What follows belongs to an exercise in optimizing a design on an open flow for small area, a short achievable clock period and few clock cycles; a production flow would make more cautious choices.
Function was checked by simulation only, so behaviour that the tests miss may differ from the original.
No activity file was given, so power comes from the tool's default toggle rates.

Setup of orange:
// convolution
module convolution
(
output [4:0] memX_addr,
input      [7:0] dataX,
output [4:0] memY_addr,
input      [7:0] dataY,
input start,
output [15:0] dataZ,
output [5:0] memZ_addr,
output writeZ,
input      [4:0] sizeX,
input      [4:0] sizeY,
input            shape,
output busy,
output done,
input clk,
input rst_n
);
Size: about 590 cells after synthesis, roughly 89 flip-flops, ~0.0057 mm^2 of cells after synthesis.
clock: 6.0 ns
lec_check: 0
abc_clock_period_in_ps: 2500
cap_margin: 20
core_margin: 2
core_utilization: 40
cts_buf_list: sky130_fd_sc_hd__clkbuf_8
place_density: 0.6
setup_slack_margin: 3.0
slew_margin: 20
standard.sh (not shown) runs the stock make flow with config.mk's settings and CLKGATE_MAP_FILE= SYNTH_SCRIPT=/design/flow/synth_recipe.tcl, a recipe that flattens the netlist after the stock synthesis.
==> flow/flow/run.sh <==
#!/bin/bash
# Own flow: the standard layout, with small buffers on the ports and a lighter clock tree.
export BUFFER_PORTS_ARGS="-buffer_cell sky130_fd_sc_hd__buf_1"
export CTS_ARGS="-sink_clustering_enable -repair_clock_nets -buf_list sky130_fd_sc_hd__clkbuf_8 -dont_use_dummy_load"
bash standard.sh finish > standard.log 2>&1
Testbench counts of orange, summed over its fixed seeds: cycles 40,586.
Changes in green relative to orange:
--- a/flow/design.v
+++ b/flow/design.v
@@ -138,26 +138,26 @@
       endcase
    end
    wire [4:0] jp = j + 5'd1;
    wire [4:0] jm = j - 5'd1;
    wire [4:0] ip = i + 5'd1;
    wire [4:0] im = i - 5'd1;
    wire [4:0] lo    = lo_t;
    wire [4:0] him1  = him1_t;
    wire       empty = empty_t;
-   wire at_lo = (zaddr == {1'b0, lo});
-   wire fin_w = ~done_r & wz & shape & (zaddr == {1'b0, him1});    
+   wire [4:0] kq    = j + i;
    wire j_top = (jp == sizeX);
    wire i_top = (ip == sizeY);
    wire j_bot = (j == 5'd0);
    wire i_bot = (i == 5'd0);
    wire lastK = dir ? (j_bot | i_top) : (j_top | i_bot);
    wire corner = j_top & i_top;
+   wire endT  = corner | (shape & lastK & (kq == him1));
    wire adv  = on ? lastK : 1'b1;
    wire rsel = on ? dir : 1'b1;
    wire jdec = ~adv & dir;
    wire jinc = (~adv & ~dir) | (adv & (rsel ? i_top : ~j_top));
    wire idec = ~adv & ~dir;
    wire iinc = (~adv & dir) | (adv & (rsel ? ~i_top : j_top));
    wire [15:0] accg = f3 ? 16'd0 : acc;
    wire [15:0] as   = accg ^ ps ^ pc;
    wire [15:0] ac   = (accg & ps) | (accg & pc) | (ps & pc);
@@ -169,58 +169,52 @@
          l1 <= 1'b0; l2 <= 1'b0; l3 <= 1'b0;
          wz <= 1'b0;
       end else begin
          if (done_r) begin
             if (start) begin
                done_r <= 1'b0;
                act    <= 1'b1;
                on     <= ~shape;
             end
-         end else if (fin_w) begin
-            done_r <= 1'b1;
-            act    <= 1'b0;
-            on     <= 1'b0;
          end else if (act & ~on) begin
-            if (empty | (corner & ~at_lo)) begin
+            if (empty | (corner & (kq != lo))) begin
                act    <= 1'b0;
                done_r <= 1'b1;
-            end else if (at_lo) begin
+            end else if (kq == lo) begin
                on <= 1'b1;
             end
          end else if (act) begin
-            if (corner) begin
+            if (endT) begin
                act <= 1'b0;
                on  <= 1'b0;
             end
          end else if (wz & ~l3 & ~l2 & ~l1) begin
             done_r <= 1'b1;
          end
-         l1 <= on & lastK & ~fin_w;
-         l2 <= l1 & ~fin_w;
-         l3 <= l2 & ~fin_w;
-         wz <= l3 & ~fin_w;
+         l1 <= on & lastK;
+         l2 <= l1; l3 <= l2; wz <= l3;
       end
    end
    always @(posedge clk) begin
       if (done_r) begin
          j     <= 5'd0;
          i     <= 5'd0;
          dir   <= 1'b0;
          fst   <= 1'b1;
          zaddr <= 6'd0;
       end else begin
-         if (act & ~(~on & at_lo)) begin
+         if (act & ~(~on & (kq == lo))) begin
             j <= jdec ? jm : (jinc ? jp : j);
             i <= idec ? im : (iinc ? ip : i);
             if (adv) dir <= on & ~dir;
             fst <= adv;
          end
-         if (wz | (act & ~on & ~at_lo)) zaddr <= zaddr + 6'd1;
+         if (wz | (act & ~on & (kq != lo))) zaddr <= zaddr + 6'd1;
       end
       f1 <= fst; f2 <= f1; f3 <= f2;
       xr  <= dataX;
       yr  <= dataY;
       ps  <= ms;
       pc  <= mc;
       acc <= as + {ac[14:0], 1'b0};
    end
    wire m_pp0_0 = xr[0] & yr[0];
==> comparison <==
- [compare] base=orange new=green: layout buffering overhead excluding clock cells went down 1.3 points; critical path depth went up 4; data required time of the worst path went down 0.02 ns; shortest period the worst path allows went down 0.071 ns.
- Worst hold slack came out lower on green than on orange.
Testbench counts of green, summed over its fixed seeds: cycles 40,586.

* * *

Setup of job 101:
convolution, a different RTL version from the one above (not shown whole).
Size in the first run: ~95 flip-flops, roughly 65 I/O pins.
==> flow/config.mk <==
export PLATFORM = sky130hd
export DESIGN_NAME = convolution
export DESIGN_NICKNAME = convolution
export VERILOG_FILES = /design/flow/design.v
export SDC_FILE = /design/flow/constraint.sdc
export NUM_CORES = 4
export LEC_CHECK = 0
export ABC_CLOCK_PERIOD_IN_PS = 2500
export CAP_MARGIN = 20
export CORE_MARGIN = 2
export CORE_UTILIZATION = 55
export CTS_BUF_LIST = sky130_fd_sc_hd__clkbuf_8
export PLACE_DENSITY = 0.7
export SETUP_SLACK_MARGIN = 3.2
export SLEW_MARGIN = 20
==> flow/constraint.sdc <==
create_clock -name core_clock -period 6.0 [get_ports {clk}]
set_input_delay 1.2000 -clock core_clock [delete_from_list [all_inputs] [get_ports {clk}]]
set_output_delay 1.2000 -clock core_clock [all_outputs]
set_load 0.01 [all_outputs]
Scripts as last shown in full above: flow/flow/run.sh
Job 101: all stages complete, timing, DRC and antenna checks passed
Testbench counts of job 101, summed over its fixed seeds: cycles 40,586.
What job 102 does differently from job 101 at the input level:
-- flow/design.v --
<<< job 101, line 28
   reg [15:0] ps, pc;
   wire [15:0] ms, mc;
   reg [7:0]  acc_lo, acc_hi;    
   reg        cy;                
   reg [5:0]  zaddr;
   reg [4:0] lo_t, him1_t;
>>> job 102, line 28
   reg [15:0] ps, pc;
   wire [15:0] ms, mc;
   reg [15:0] acc;
   reg [5:0]  zaddr;
   reg [4:0] lo_t, him1_t;
<<< job 101, line 160
   wire idec = ~adv & ~dir;
   wire iinc = (~adv & dir) | (adv & (rsel ? ~i_top : j_top));
   wire [15:0] accg = f3 ? 16'd0 : {acc_hi, acc_lo};
   wire        cyg  = ~f3 & cy;
   wire [15:0] as   = accg ^ ps ^ pc;
   wire [15:0] ac   = (accg & ps) | (accg & pc) | (ps & pc);
   wire [8:0]  sum_lo = {1'b0, as[7:0]} + {1'b0, ac[6:0], 1'b0};
   wire [7:0]  sum_hi = as[15:8] + ac[14:7] + {7'd0, cyg};
   always @(posedge clk or negedge rst_n) begin
      if (!rst_n) begin
>>> job 102, line 159
   wire idec = ~adv & ~dir;
   wire iinc = (~adv & dir) | (adv & (rsel ? ~i_top : j_top));
   wire [15:0] accg = f3 ? 16'd0 : acc;
   wire [15:0] as   = accg ^ ps ^ pc;
   wire [15:0] ac   = (accg & ps) | (accg & pc) | (ps & pc);
   always @(posedge clk or negedge rst_n) begin
      if (!rst_n) begin
<<< job 101, line 227
      ps  <= ms;
      pc  <= mc;
      acc_lo <= sum_lo[7:0];
      cy     <= sum_lo[8];
      acc_hi <= sum_hi;
   end
   wire m_pp0_0 = xr[0] & yr[0];
>>> job 102, line 223
      ps  <= ms;
      pc  <= mc;
      acc <= as + {ac[14:0], 1'b0};
   end
   wire m_pp0_0 = xr[0] & yr[0];
<<< job 101, line 468
   assign memY_addr = i;
   assign memZ_addr = zaddr;
   assign dataZ     = {acc_hi + {7'd0, cy}, acc_lo};
   assign writeZ    = wz;
   assign done      = done_r;
>>> job 102, line 462
   assign memY_addr = i;
   assign memZ_addr = zaddr;
   assign dataZ     = acc;
   assign writeZ    = wz;
   assign done      = done_r;
Findings:
- Diff job 102 and job 101: total power lower in job 101
- Compared with job 101, job 102 shows total via count after detailed routing that has gone up by a little under 10%.
- Job 102 vs job 101, number of multi-input combinational cells in the layout went up by 21.
- Going from job 101 to job 102, the area occupied by multi-input gates was found to have gone up by 35 um^2.
- Sort job 102 and job 101 by relative area change from synthesis to final layout, ascending, and job 101 comes first.
- In the metrics for job 102 and job 101, the one carrying the higher mux contribution to synthesized area is job 101.
- Between job 101 and job 102, the async set-or-reset flop fraction in the synthesized netlist does not differ in any meaningful way.
- Job 102 vs. job 101: worst hold slack climbed 0.012 ns, proportion of cell area occupied by registers shows a reduction of 1.2 points, wire length per cell went up by about 4.5%, die outline height increased by about 0.8% relative to the old numbers, maximum clock skew at final layout shows an increase of 0.0076 ns.
- Total of cells resized after clock tree synthesis: job 102 vs job 101 down 1
Testbench counts of job 102, summed over its fixed seeds: cycles 40,586.

* * *

convolution with an RTL version that a note above also has.
Size: about 94 flip-flops, ~65 I/O pins, about 0.0058 mm2 of cells after synthesis.
==> flow/config.mk <==
export PLATFORM = sky130hd
export DESIGN_NAME = convolution
export DESIGN_NICKNAME = convolution
export VERILOG_FILES = /design/flow/design.v
export SDC_FILE = /design/flow/constraint.sdc
export NUM_CORES = 4
export LEC_CHECK = 0
export ABC_CLOCK_PERIOD_IN_PS = 2500
export CAP_MARGIN = 20
export CORE_MARGIN = 2
export CORE_UTILIZATION = 55
export CTS_BUF_LIST = sky130_fd_sc_hd__clkbuf_8
export PLACE_DENSITY = 0.7
export SETUP_SLACK_MARGIN = 3.1
export SLEW_MARGIN = 20
==> flow/constraint.sdc <==
create_clock -name core_clock -period 6.0 [get_ports {clk}]
set_input_delay 1.2000 -clock core_clock [delete_from_list [all_inputs] [get_ports {clk}]]
set_output_delay 1.2000 -clock core_clock [all_outputs]
set_load 0.01 [all_outputs]
Scripts as last shown in full above: flow/flow/run.sh
Testbench counts at the start, summed over its fixed seeds: cycles 40,586.
==> next run, changes <==
--- a/flow/design.v
+++ b/flow/design.v
@@ -13,23 +13,22 @@
 input            shape,
 output busy,
 output done,
 input clk,
 input rst_n
 );
    reg        done_r;     
    reg        act;        
    reg        on;         
    reg        l1, l2, l3, wz;
    reg        f1, f2, f3;
-   reg [4:0]  lo;
    reg [4:0]  j, i;
    reg        dir, fst;
    reg [7:0]  xr, yr;
    reg [15:0] ps, pc;
    wire [15:0] ms, mc;
    reg [15:0] acc;
    reg [5:0]  zaddr;
    reg [4:0] lo_t, him1_t;
    reg       empty_t;
    always @(*) begin
       case (sizeX)
@@ -134,22 +133,23 @@
          5'd29: empty_t = 1'b1;
          5'd30: empty_t = 1'b1;
          5'd31: empty_t = 1'b1;
          5'd0: empty_t = 1'b1;
          default: empty_t = 1'b1;
       endcase
    end
    wire [4:0] jp = j + 5'd1;
    wire [4:0] jm = j - 5'd1;
    wire [4:0] ip = i + 5'd1;
    wire [4:0] im = i - 5'd1;
+   wire [4:0] lo    = lo_t;
    wire [4:0] him1  = him1_t;
    wire       empty = empty_t;
    wire at_lo = (zaddr == {1'b0, lo});
    wire fin_w = ~done_r & wz & shape & (zaddr == {1'b0, him1});    
    wire j_top = (jp == sizeX);
    wire i_top = (ip == sizeY);
    wire j_bot = (j == 5'd0);
    wire i_bot = (i == 5'd0);
    wire lastK = dir ? (j_bot | i_top) : (j_top | i_bot);
    wire corner = j_top & i_top;
    wire adv  = on ? lastK : 1'b1;
@@ -208,23 +208,22 @@
          fst   <= 1'b1;
          zaddr <= 6'd0;
       end else begin
          if (act & ~(~on & at_lo)) begin
             j <= jdec ? jm : (jinc ? jp : j);
             i <= idec ? im : (iinc ? ip : i);
             if (adv) dir <= on & ~dir;
             fst <= adv;
          end
          if (wz | (act & ~on & ~at_lo)) zaddr <= zaddr + 6'd1;
       end
-      lo <= lo_t;
       f1 <= fst; f2 <= f1; f3 <= f2;
       xr  <= dataX;
       yr  <= dataY;
       ps  <= ms;
       pc  <= mc;
       acc <= as + {ac[14:0], 1'b0};
    end
    wire m_pp0_0 = xr[0] & yr[0];
    wire m_pp0_1 = xr[0] & yr[1];
    wire m_pp0_2 = xr[0] & yr[2];
    wire m_pp0_3 = xr[0] & yr[3];
What happened: The changed run ran to the end with no violations. Sequential share of layout area came out lower by 1.3 points. Final cell count went down by 1.5%. Fmax went down by about 3%. Via count stays flat. Setup slack degrades by 87 ps. Worst hold slack degrades by 7.1 ps. Synthesized cell count came out lower by 2.3%. Clock-buffer cell count stays the same. Routed wire length drops by about 1.5%. Power came out higher by about 0.9%.
Testbench counts after the change, summed over its fixed seeds: cycles 40,586.

* * *

RTL: one of the versions met above, not the one the previous note started from.
Size: roughly 560 cells after synthesis, about 65 I/O pins.
==> flow/config.mk <==
export PLATFORM = sky130hd
export DESIGN_NAME = convolution
export DESIGN_NICKNAME = convolution
export VERILOG_FILES = /design/flow/design.v
export SDC_FILE = /design/flow/constraint.sdc
export NUM_CORES = 4
export LEC_CHECK = 0
export ABC_CLOCK_PERIOD_IN_PS = 2500
export CAP_MARGIN = 20
export CORE_MARGIN = 2
export CORE_UTILIZATION = 55
export CTS_BUF_LIST = sky130_fd_sc_hd__clkbuf_8
export PLACE_DENSITY = 0.7
export SETUP_SLACK_MARGIN = 3.3
export SLEW_MARGIN = 20
==> flow/constraint.sdc <==
create_clock -name core_clock -period 6.0 [get_ports {clk}]
set_input_delay 1.2000 -clock core_clock [delete_from_list [all_inputs] [get_ports {clk}]]
set_output_delay 1.2000 -clock core_clock [all_outputs]
set_load 0.01 [all_outputs]
Scripts as last shown in full above: flow/flow/run.sh
Testbench counts at the start, summed over its fixed seeds: cycles 40,586.
==> next run, changes <==
--- a/flow/design.v
+++ b/flow/design.v
@@ -19,24 +19,23 @@
    reg        done_r;     
    reg        act;        
    reg        on;         
    reg        l1, l2, l3, wz;
    reg        f1, f2, f3;
    reg [4:0]  lo;
    reg [4:0]  j, i;
    reg        dir, fst;
    reg [7:0]  xr, yr;
    reg [15:0] ps, pc;
    wire [15:0] ms, mc;
-   reg [7:0]  acc_lo, acc_hi;    
-   reg        cy;                
+   reg [15:0] acc;
    reg [5:0]  zaddr;
    reg [4:0] lo_t, him1_t;
    reg       empty_t;
    always @(*) begin
       case (sizeX)
          5'd1: lo_t = 5'd29;
          5'd2: lo_t = 5'd29;
          5'd3: lo_t = 5'd30;
          5'd4: lo_t = 5'd30;
          5'd5: lo_t = 5'd31;
          5'd6: lo_t = 5'd31;
@@ -151,28 +150,25 @@
    wire i_top = (ip == sizeY);
    wire j_bot = (j == 5'd0);
    wire i_bot = (i == 5'd0);
    wire lastK = dir ? (j_bot | i_top) : (j_top | i_bot);
    wire corner = j_top & i_top;
    wire adv  = on ? lastK : 1'b1;
    wire rsel = on ? dir : 1'b1;
    wire jdec = ~adv & dir;
    wire jinc = (~adv & ~dir) | (adv & (rsel ? i_top : ~j_top));
    wire idec = ~adv & ~dir;
    wire iinc = (~adv & dir) | (adv & (rsel ? ~i_top : j_top));
-   wire [15:0] accg = f3 ? 16'd0 : {acc_hi, acc_lo};
-   wire        cyg  = ~f3 & cy;
+   wire [15:0] accg = f3 ? 16'd0 : acc;
    wire [15:0] as   = accg ^ ps ^ pc;
    wire [15:0] ac   = (accg & ps) | (accg & pc) | (ps & pc);
-   wire [8:0]  sum_lo = {1'b0, as[7:0]} + {1'b0, ac[6:0], 1'b0};
-   wire [7:0]  sum_hi = as[15:8] + ac[14:7] + {7'd0, cyg};
    always @(posedge clk or negedge rst_n) begin
       if (!rst_n) begin
          done_r <= 1'b1;
          act    <= 1'b0;
          on     <= 1'b0;
          l1 <= 1'b0; l2 <= 1'b0; l3 <= 1'b0;
          wz <= 1'b0;
       end else begin
          if (done_r) begin
             if (start) begin
                done_r <= 1'b0;
@@ -218,25 +214,23 @@
             if (adv) dir <= on & ~dir;
             fst <= adv;
          end
          if (wz | (act & ~on & ~at_lo)) zaddr <= zaddr + 6'd1;
       end
       lo <= lo_t;
       f1 <= fst; f2 <= f1; f3 <= f2;
       xr  <= dataX;
       yr  <= dataY;
       ps  <= ms;
       pc  <= mc;
-      acc_lo <= sum_lo[7:0];
-      cy     <= sum_lo[8];
-      acc_hi <= sum_hi;
+      acc <= as + {ac[14:0], 1'b0};
    end
    wire m_pp0_0 = xr[0] & yr[0];
    wire m_pp0_1 = xr[0] & yr[1];
    wire m_pp0_2 = xr[0] & yr[2];
    wire m_pp0_3 = xr[0] & yr[3];
    wire m_pp0_4 = xr[0] & yr[4];
    wire m_pp0_5 = xr[0] & yr[5];
    wire m_pp0_6 = xr[0] & yr[6];
    wire m_pp0_7 = xr[0] & yr[7];
    wire m_pp1_0 = xr[1] & yr[0];
    wire m_pp1_1 = xr[1] & yr[1];
@@ -459,16 +453,16 @@
    assign m_79 = m_56 ^ m_57 ^ m_pp7_4;
    assign m_80 = (m_56 & m_57) | (m_56 & m_pp7_4) | (m_57 & m_pp7_4);
    assign m_81 = m_58 ^ m_59 ^ m_pp7_5;
    assign m_82 = (m_58 & m_59) | (m_58 & m_pp7_5) | (m_59 & m_pp7_5);
    assign m_83 = m_60 ^ m_pp6_7 ^ m_pp7_6;
    assign m_84 = (m_60 & m_pp6_7) | (m_60 & m_pp7_6) | (m_pp6_7 & m_pp7_6);
    assign ms = {1'b0, m_84, m_82, m_80, m_78, m_76, m_74, m_72, m_70, m_68, m_66, m_64, m_62, m_61, m_pp0_1, m_pp0_0};
    assign mc = {1'b0, m_pp7_7, m_83, m_81, m_79, m_77, m_75, m_73, m_71, m_69, m_67, m_65, m_63, m_pp2_0, m_pp1_0, 1'b0};
    assign memX_addr = j;
    assign memY_addr = i;
    assign memZ_addr = zaddr;
-   assign dataZ     = {acc_hi + {7'd0, cy}, acc_lo};
+   assign dataZ     = acc;
    assign writeZ    = wz;
    assign done      = done_r;
    assign busy      = ~done_r;
 endmodule
The changed run completed without violations.
Non-clock buffer count came out higher by 4.
Count of clock-buffer cells in the layout is unchanged.
Worst hold slack gains 0.0049 ns.
Fmax came out higher by a few percent.
Die area came out higher slightly.
Design area came out higher by a few percent.
Power came out higher by a few percent.
Synthesized area came out higher slightly.
Synthesized cell count came out higher by a little under a tenth.
Testbench counts after the change, summed over its fixed seeds: cycles 40,586.

port drivers added, routing unchanged:
How much do the figures lean on ideal ports? The routed layouts below were timed once more, with nothing changed but the port constraints. Step 1 assumes that a clkbuf_16 drives the clock port and a buf_2 every other input. Step 2 times the ports against the registers' clock, not the clock port: input delays grow and output delays shrink by t, the midpoint of the rising clock arrivals with the driver on. a / b / c = no drivers / after step 1 / after step 2; a / b = the first two.
run	t (ns)	setup WS [ns]	clock arrival spread, ns
orange	0.390	2.988 / 2.981 / 2.591	0.032 / 0.032
green	0.386	3.059 / 3.059 / 2.698	0.018 / 0.017
job 101	0.383	3.165 / 3.131 / 2.891	0.011 / 0.011
job 102	0.376	3.256 / 3.256 / 2.907	0.019 / 0.019
the first run of note 3	0.377	3.161 / 3.161 / 2.876	0.019 / 0.019
the second run of note 3	0.377	3.074 / 3.060 / 2.684	0.015 / 0.015
the first run of note 4	0.381	3.159 / 3.126 / 2.882	0.021 / 0.020
the second run of note 4	0.392	3.331 / 3.331 / 2.976	0.017 / 0.017
After both steps every run listed still meets setup and hold. For orange, which loses most, drivers alone change the setup slack by -0.007 ns; drivers and shift together by -0.397 ns.
